What follows belongs to an exercise in optimizing a design on an open flow for small area and few clock cycles per item; a production flow would make more cautious choices.
The RTL was checked by simulation tests, not by an equivalence proof against the original design.
No activity file was given, so power comes from the tool's default toggle rates.

==> flow/design.v <==
module cmpmac(
	input				wb_clk_i,
	input				rst_i,
	input  [2:0]	wb_adr_i,
	input  [15:0]	wb_dat_i,
	output [15:0]	wb_dat_o,
	input				wb_cyc_i,
	input				wb_we_i,
	input				wb_stb_i,
	input  [1:0]	wb_sel_i,
	output			wb_ack_o,
	input	 [1:0]	eth_pms_i,
	input				eth_macr_i,
	input  [47:0]	eth_macd_i,
	output			cmp_done_o,
	output			cmp_res_o
);
reg [47:0]	slot[0:13];        
reg [3:0]	rot;               
reg [3:0]	adr;
wire stpac   = eth_pms_i[0];
wire promisc = eth_pms_i[1] | eth_pms_i[0];
reg  [1:0]	ack;
always @(posedge wb_clk_i) begin
	ack[0] <= wb_cyc_i & wb_stb_i;
	ack[1] <= wb_cyc_i & ack[0];
end
assign wb_ack_o = wb_cyc_i & wb_stb_i & ack[1];
wire bus_write = wb_cyc_i & wb_stb_i & ~wb_ack_o & stpac & wb_we_i & wb_sel_i[1];
wire tab_write = bus_write & ~ack[0] & ~rst_i & ~wb_adr_i[2] & (wb_adr_i[1:0] != 2'b00);
wire [3:0]	rot1 = (rot >= 4'd13) ? 4'd0 : rot + 4'd1;
wire [4:0]	sum  = adr + rot1;
reg  [3:0]	sadr;
wire [3:0]	sadr1 = (sadr >= 4'd13) ? 4'd0 : sadr + 4'd1;
always @(posedge wb_clk_i) begin
	rot  <= rot1;
	sadr <= (sum >= 5'd14) ? sum - 5'd14 : sum[3:0];
end
reg [15:0]	pd;                
reg [1:0]	pw;                
reg [3:0]	pt;                
reg			pv;                
wire ins0  = pv & (pt == 4'd13);
wire ins4  = pv & (pt == 4'd3);
wire ins8  = pv & (pt == 4'd7);
wire ins11 = pv & (pt == 4'd10);
wire ins   = ins0 | ins4 | ins8 | ins11;
always @(posedge wb_clk_i) begin
	if(tab_write) begin
		pd <= wb_dat_i;
		pw <= wb_adr_i[1:0];
		pt <= sadr1;
		pv <= 1'b1;
	end
	else begin
		pt <= (pt >= 4'd13) ? 4'd0 : pt + 4'd1;
		if(ins)
			pv <= 1'b0;
	end
end
function [47:0] merge(input [47:0] e, input go);
	begin
		merge = e;
		if(go) begin
			case(pw)
				2'd1: merge[15:0]  = pd;
				2'd2: merge[31:16] = pd;
				2'd3: merge[47:32] = pd;
				default: ;
			endcase
		end
	end
endfunction
integer i;
always @(posedge wb_clk_i) begin
	for(i = 1; i < 14; i = i + 1)
		slot[i] <= slot[i-1];
	slot[0]  <= merge(slot[13], ins0);
	slot[4]  <= merge(slot[3],  ins4);
	slot[8]  <= merge(slot[7],  ins8);
	slot[11] <= merge(slot[10], ins11);
end
always @(posedge wb_clk_i, posedge rst_i) begin
	if(rst_i)
		adr <= 4'b0;
	else if(bus_write && wb_adr_i[2:0] == 3'b000)
		adr <= wb_dat_i[3:0];
end
reg [15:0] rdat;
always @(*) begin
	rdat = 16'b0;
	for(i = 0; i < 14; i = i + 1)
		if(sadr == i)
			case(wb_adr_i[1:0])
				2'b01: rdat = slot[i][15:0];
				2'b10: rdat = slot[i][31:16];
				default: rdat = slot[i][47:32];
			endcase
	if(wb_adr_i[1:0] == 2'b00)
		rdat = {12'b0, adr};
end
assign wb_dat_o = rdat;
reg hit;
always @(*) begin
	hit = 1'b0;
	for(i = 0; i < 14; i = i + 1)
		if(eth_macd_i == slot[i])
			hit = 1'b1;
end
assign cmp_done_o = promisc | ~pv;
assign cmp_res_o  = promisc | hit;
endmodule
==> flow/flow/run.sh <==
#!/bin/bash
# Standard layout with smaller port buffers and larger clock-sink clusters
# without dummy loads.
bash standard.sh \
  BUFFER_PORTS_ARGS="-buffer_cell sky130_fd_sc_hd__buf_2" \
  CTS_ARGS="-sink_clustering_enable -repair_clock_nets -buf_list sky130_fd_sc_hd__clkbuf_16 -sink_clustering_size 25 -sink_clustering_max_diameter 100 -dont_use_dummy_load" \
  finish > standard.log 2>&1
==> flow/standard.sh <==
#!/bin/bash
# synth_recipe.tcl (not shown) runs the flow's synth.tcl, then flattens the netlist and writes it again
# the make line also repeats each setting of config.mk as NAME=value (left out here)
make -C /OpenROAD-flow-scripts/flow DESIGN_CONFIG=/design/flow/config.mk WORK_HOME=/design/flow/orfs CLKGATE_MAP_FILE= SYNTH_SCRIPT=/design/flow/synth_recipe.tcl "${@:-finish}"
==> flow/config.mk <==
export PLATFORM = sky130hd
export DESIGN_NAME = cmpmac
export DESIGN_NICKNAME = cmpmac
export VERILOG_FILES = /design/flow/design.v
export SDC_FILE = /design/flow/constraint.sdc
export NUM_CORES = 4
export LEC_CHECK = 0
export CAP_MARGIN = 20
export CORE_MARGIN = 2
export CORE_UTILIZATION = 40
export SLEW_MARGIN = 20
==> flow/constraint.sdc <==
create_clock -name core_clock -period 8.0 [get_ports {wb_clk_i}]
set_input_delay 1.6000 -clock core_clock [delete_from_list [all_inputs] [get_ports {wb_clk_i}]]
set_output_delay 1.6000 -clock core_clock [all_outputs]
set_load 0.01 [all_outputs]
==> summary.md <==
| Metric | Value |
|---|---|
| Status | timing/DRC/antenna clean |
| Cell with the most instances after synthesis | dfxtp_1 |
| Area contributors post-synth | dfxtp_1, xor2_1, mux2_2 |
| Fraction of registers with async set or reset after synthesis | 0.5642% |
| Syn Inst Count | 3069 |
| Main synth FF type | dfxtp_1 |
| Vias in the first global route | 22983 |
| Clk slew on worst S/H paths | 0.09 ns |
| Gate power share | 14.1% |
| Synth Area in XOR/XNOR | 19.00% |
| Sequential fraction of the synthesis area | 45.98% |
| Root Driver | clkbuf_16 |
| Dpl ws | 1.495 ns |
| First DRT Iteration DRCs | 4055 |
| Tcrit/Tclk final | 83.00% |
| Tightest Pin Transition | 1.058 ns |
| Hold Slack | 0.3417 ns |
| Total gr overflow | 0 |
| Area Growth Syn to Fin | 6.135% |
| Die width | 283.8 um |
| Mean Syn Cell Area | 10.20 sq um |
| Placed insts | 3980 |
| Post-synthesis simple-gate area fraction | 9.196% |
| Largest family of logic cells by synthesized area | XOR/XNOR gates |
| DP Area | 0.03235 sq mm |
| RSZ-0062 raised after global routing | no |
| GRT Resource Usage Total | 31.40% |
| Arrival time at the worst endpoint | 5.04 ns |
| Commonest cells post-synth | dfxtp_1, xor2_1, a22oi_1, mux2_2, nor4_1 |
| Slew margin rel. | 29.48% |
| Antenna violation net count after detailed routing | 0 |
| DRC | 0 |
| Layout Cells excl Fill | 4016 |
| # port buffers | 93 |
| Post-synthesis adder-cell area fraction | 0.8233% |
| Yosys Warn Count | 2 |
| Crit. Startpoint | wb_adr_i[0] |
| Drt pass-1 iters | 6 |
| Crit-path max FO | 101 |
| Number of max-cap violations | 0 |
| HP Class | reg -> reg |
| GPL Wtd Cong | 1.040 |
| Core Box Area | 0.07747 sq mm |
| Starting Density | 40.41% |
| Clk sinks | 709 |
| Total vias in the final route | 25181 |
| Yosys cell types | 71 |
| CP endpoint kind | output port |
| Share of layout cells above drive strength 1 | 13.14% |
| Leakage power | 14.00 nW |
| CTS tree | done |
| Number of cell rows | 102 |
| Final worst setup slack | 1.360 ns |
| Final hold violations | 0 |
| Setup TNS Final | 0 ns |
| Initial antenna violation count | 10 |
| Post-CTS Setup Inserts | 0 |
| Peak Freq | 0.1506 GHz |
| EDFF count, synth | 18 |
| Clk pwr share | 29.9% |
| P_int | 4.678 mW |
| WS Path Type | in -> out |
| Filler cells | 7592 |
| Final core occ | 42.89% |
| Vert. Die Dim | 283.8 um |
| Power per cell area | 199.3 mW/mm^2 |
| Crit path launch type | input port |
| Clock buffer depth | 3 |
| DP HPWL | 101000 um |
| Die Area | 0.08052 sq mm |
| Design area | 0.03323 sq mm |
| Cell taking the most area after synthesis | dfxtp_1 |
| Post-synthesis mux area share | 7.310% |
| Switching Power | 1.944 mW |
| Final worst path period need | 6.640 ns |
| Hold Crit Start | slot[2][19] |
| First-pass GRT wire length | 180700 um |
| Synth Cell Area | 0.03131 sq mm |
| Htree depth | 2 |
| Compound-cell area share of the yosys netlist | 13.69% |
| Final setup fails | 0 |
| Post-CTS Hold Buffers | 0 |
| Vias per cell | 6.270 |
| CTS-repair resized insts | 0 |
| Area occupied by registers | 0.01439 sq mm |
| Sw frac | 29.36% |
| Final Power | 6.623 mW |
| Layout Nets | 3074 |
| #FFs+latches synth | 709 |
| WP data required | 6.40 ns |
| RR Startpoint | rot[0] |
| Post-Syn Nets | 3166 |
| Largest net degree at the start of global routing | 102 |
| Area of the multi-input gates | 0.01572 sq mm |
| Skew-Pair Late Insertion Delay | 0.59 ns |
| CTS Buf Count | 35 |
| Max-slew violations | 0 |
| Reg power frac | 56.0% |
| WL final | 131700 um |
| Skew final | 0.04690 ns |
| Share of the synthesized area in the top cell type | 43.93% |
| I/O Pins | 96 |
| DR WL/cell | 32.80 um |
| Peak supply drop | 0.0001260 V |
## cell usage in the layout (no fill, tap or decap), types with 4 or more instances in the layout
cell / instances
a2111oi_0: 5
a211oi_1: 55
a211oi_2: 6
a21oi_1: 110
a221o_1: 13
a221oi_1: 12
a22o_1: 18
a22oi_1: 223
a31oi_1: 14
and3b_1: 6
buf_12: 5
buf_2: 93
buf_4: 40
clkbuf_16: 35
dfrtp_1: 4
dfxtp_1: 687
edfxtp_1: 18
ha_1: 16
inv_1: 19
mux2_2: 197
mux2i_1: 7
nand2_1: 85
nand2b_1: 7
nand3_1: 8
nand3b_1: 9
nand4_1: 47
nor2_1: 150
nor3_1: 32
nor4_1: 177
o2111ai_1: 4
o211ai_1: 10
o21ai_0: 81
o21ai_1: 5
o221ai_1: 6
o22ai_1: 28
o31a_1: 7
o41ai_1: 4
xor2_1: 677
## layout make-up
type / instances / share of cell area, %
clock buffers: 35 / 2.636
multi-input cells: 2074 / 47.30
inverters: 19 / 0.2146
repair buffers: 138 / 2.606
diodes: 1 / 0.007531
flip-flops and latches: 709 / 43.32
well taps: 1040 / 3.916
## registers in the layout, summed over array words and instances (netlist names)
register  count
ack           2
adr           4
pd           16
pt            4
pv            1
pw            2
rot           4
sadr          4
slot        672
## power by group through the flow
stage	Sequential [mW]	Combinational, mW	Clock [mW]
after global placement	3.79	0.880	0
final	3.71	0.931	1.98
after floorplan	3.74	0.571	0
after detailed placement	3.79	0.879	0
after global routing	3.72	0.963	2.10
after CTS	3.71	0.885	1.98
## logic make-up (layout without fill, tap and decap cells)
group | after synthesis | after routing
other cells | 0 | 1
fa+ha+maj | 20 | 20
xor+xnor | 679 | 679
flops | 709 | 709
mux | 204 | 204
buf+inv | 286 | 192
compound gates | 621 | 621
simple gates | 550 | 550
## layer usage
metal	global-route usage, %	wire length [um]	up-vias
li1	-	-	10669
met1	43.64	54740	12635
met2	48.56	57850	1640
met3	8.006	15030	221
met4	7.685	4011	16
met5	0	89	-
## final timing paths
path                                      to  slack (ns)  cells after the start
worst max register to register       sadr[2]        5.09                     11
max in group asynchronous             adr[1]        6.97                      2
min in group asynchronous             adr[2]        0.88                      2
worst min register to register   slot[3][19]        0.34                      0
worst min-delay path             slot[3][19]        0.34                      0
worst max-delay path            wb_dat_o[13]        1.36                     11
## critical path: stages
cell and delay, ns:
buf_2 0.13, inv_1 0.11, ha_4 0.86, buf_4 0.87, nor2_1 0.11, a21oi_1 0.15
nor3_1 0.07, nor4b_1 0.32, o21ai_0 0.13, a21oi_1 0.39, buf_2 0.22
Testbench counts, summed over its fixed seeds: cycles 18,432, lookups 9,216.

## separate check: timing with driven ports
The flow's constraints put no driver on any port. The routed layout listed below was extracted and timed again, unchanged, in two steps.
Step 1: set_driving_cell puts a clkbuf_16 on wb_clk_i and a buf_2 on each other input, an assumption about the parent block.
Step 2 also shifts input and output timing later by t, the mid clock arrival at the registers, as if the neighbouring blocks saw the same clock.
Slacks: ideal / step 1 / step 2; pairs: ideal / step 1.
t (ns): 0.643
slack for setup (ns): 1.360 / 1.341 / 1.341
slew at the worst register clock pin (ns): 0.11 / 0.11
After both steps this run still meets setup and hold. The setup slack of this run moves by -0.019 ns with the drivers and by -0.019 ns with both steps.
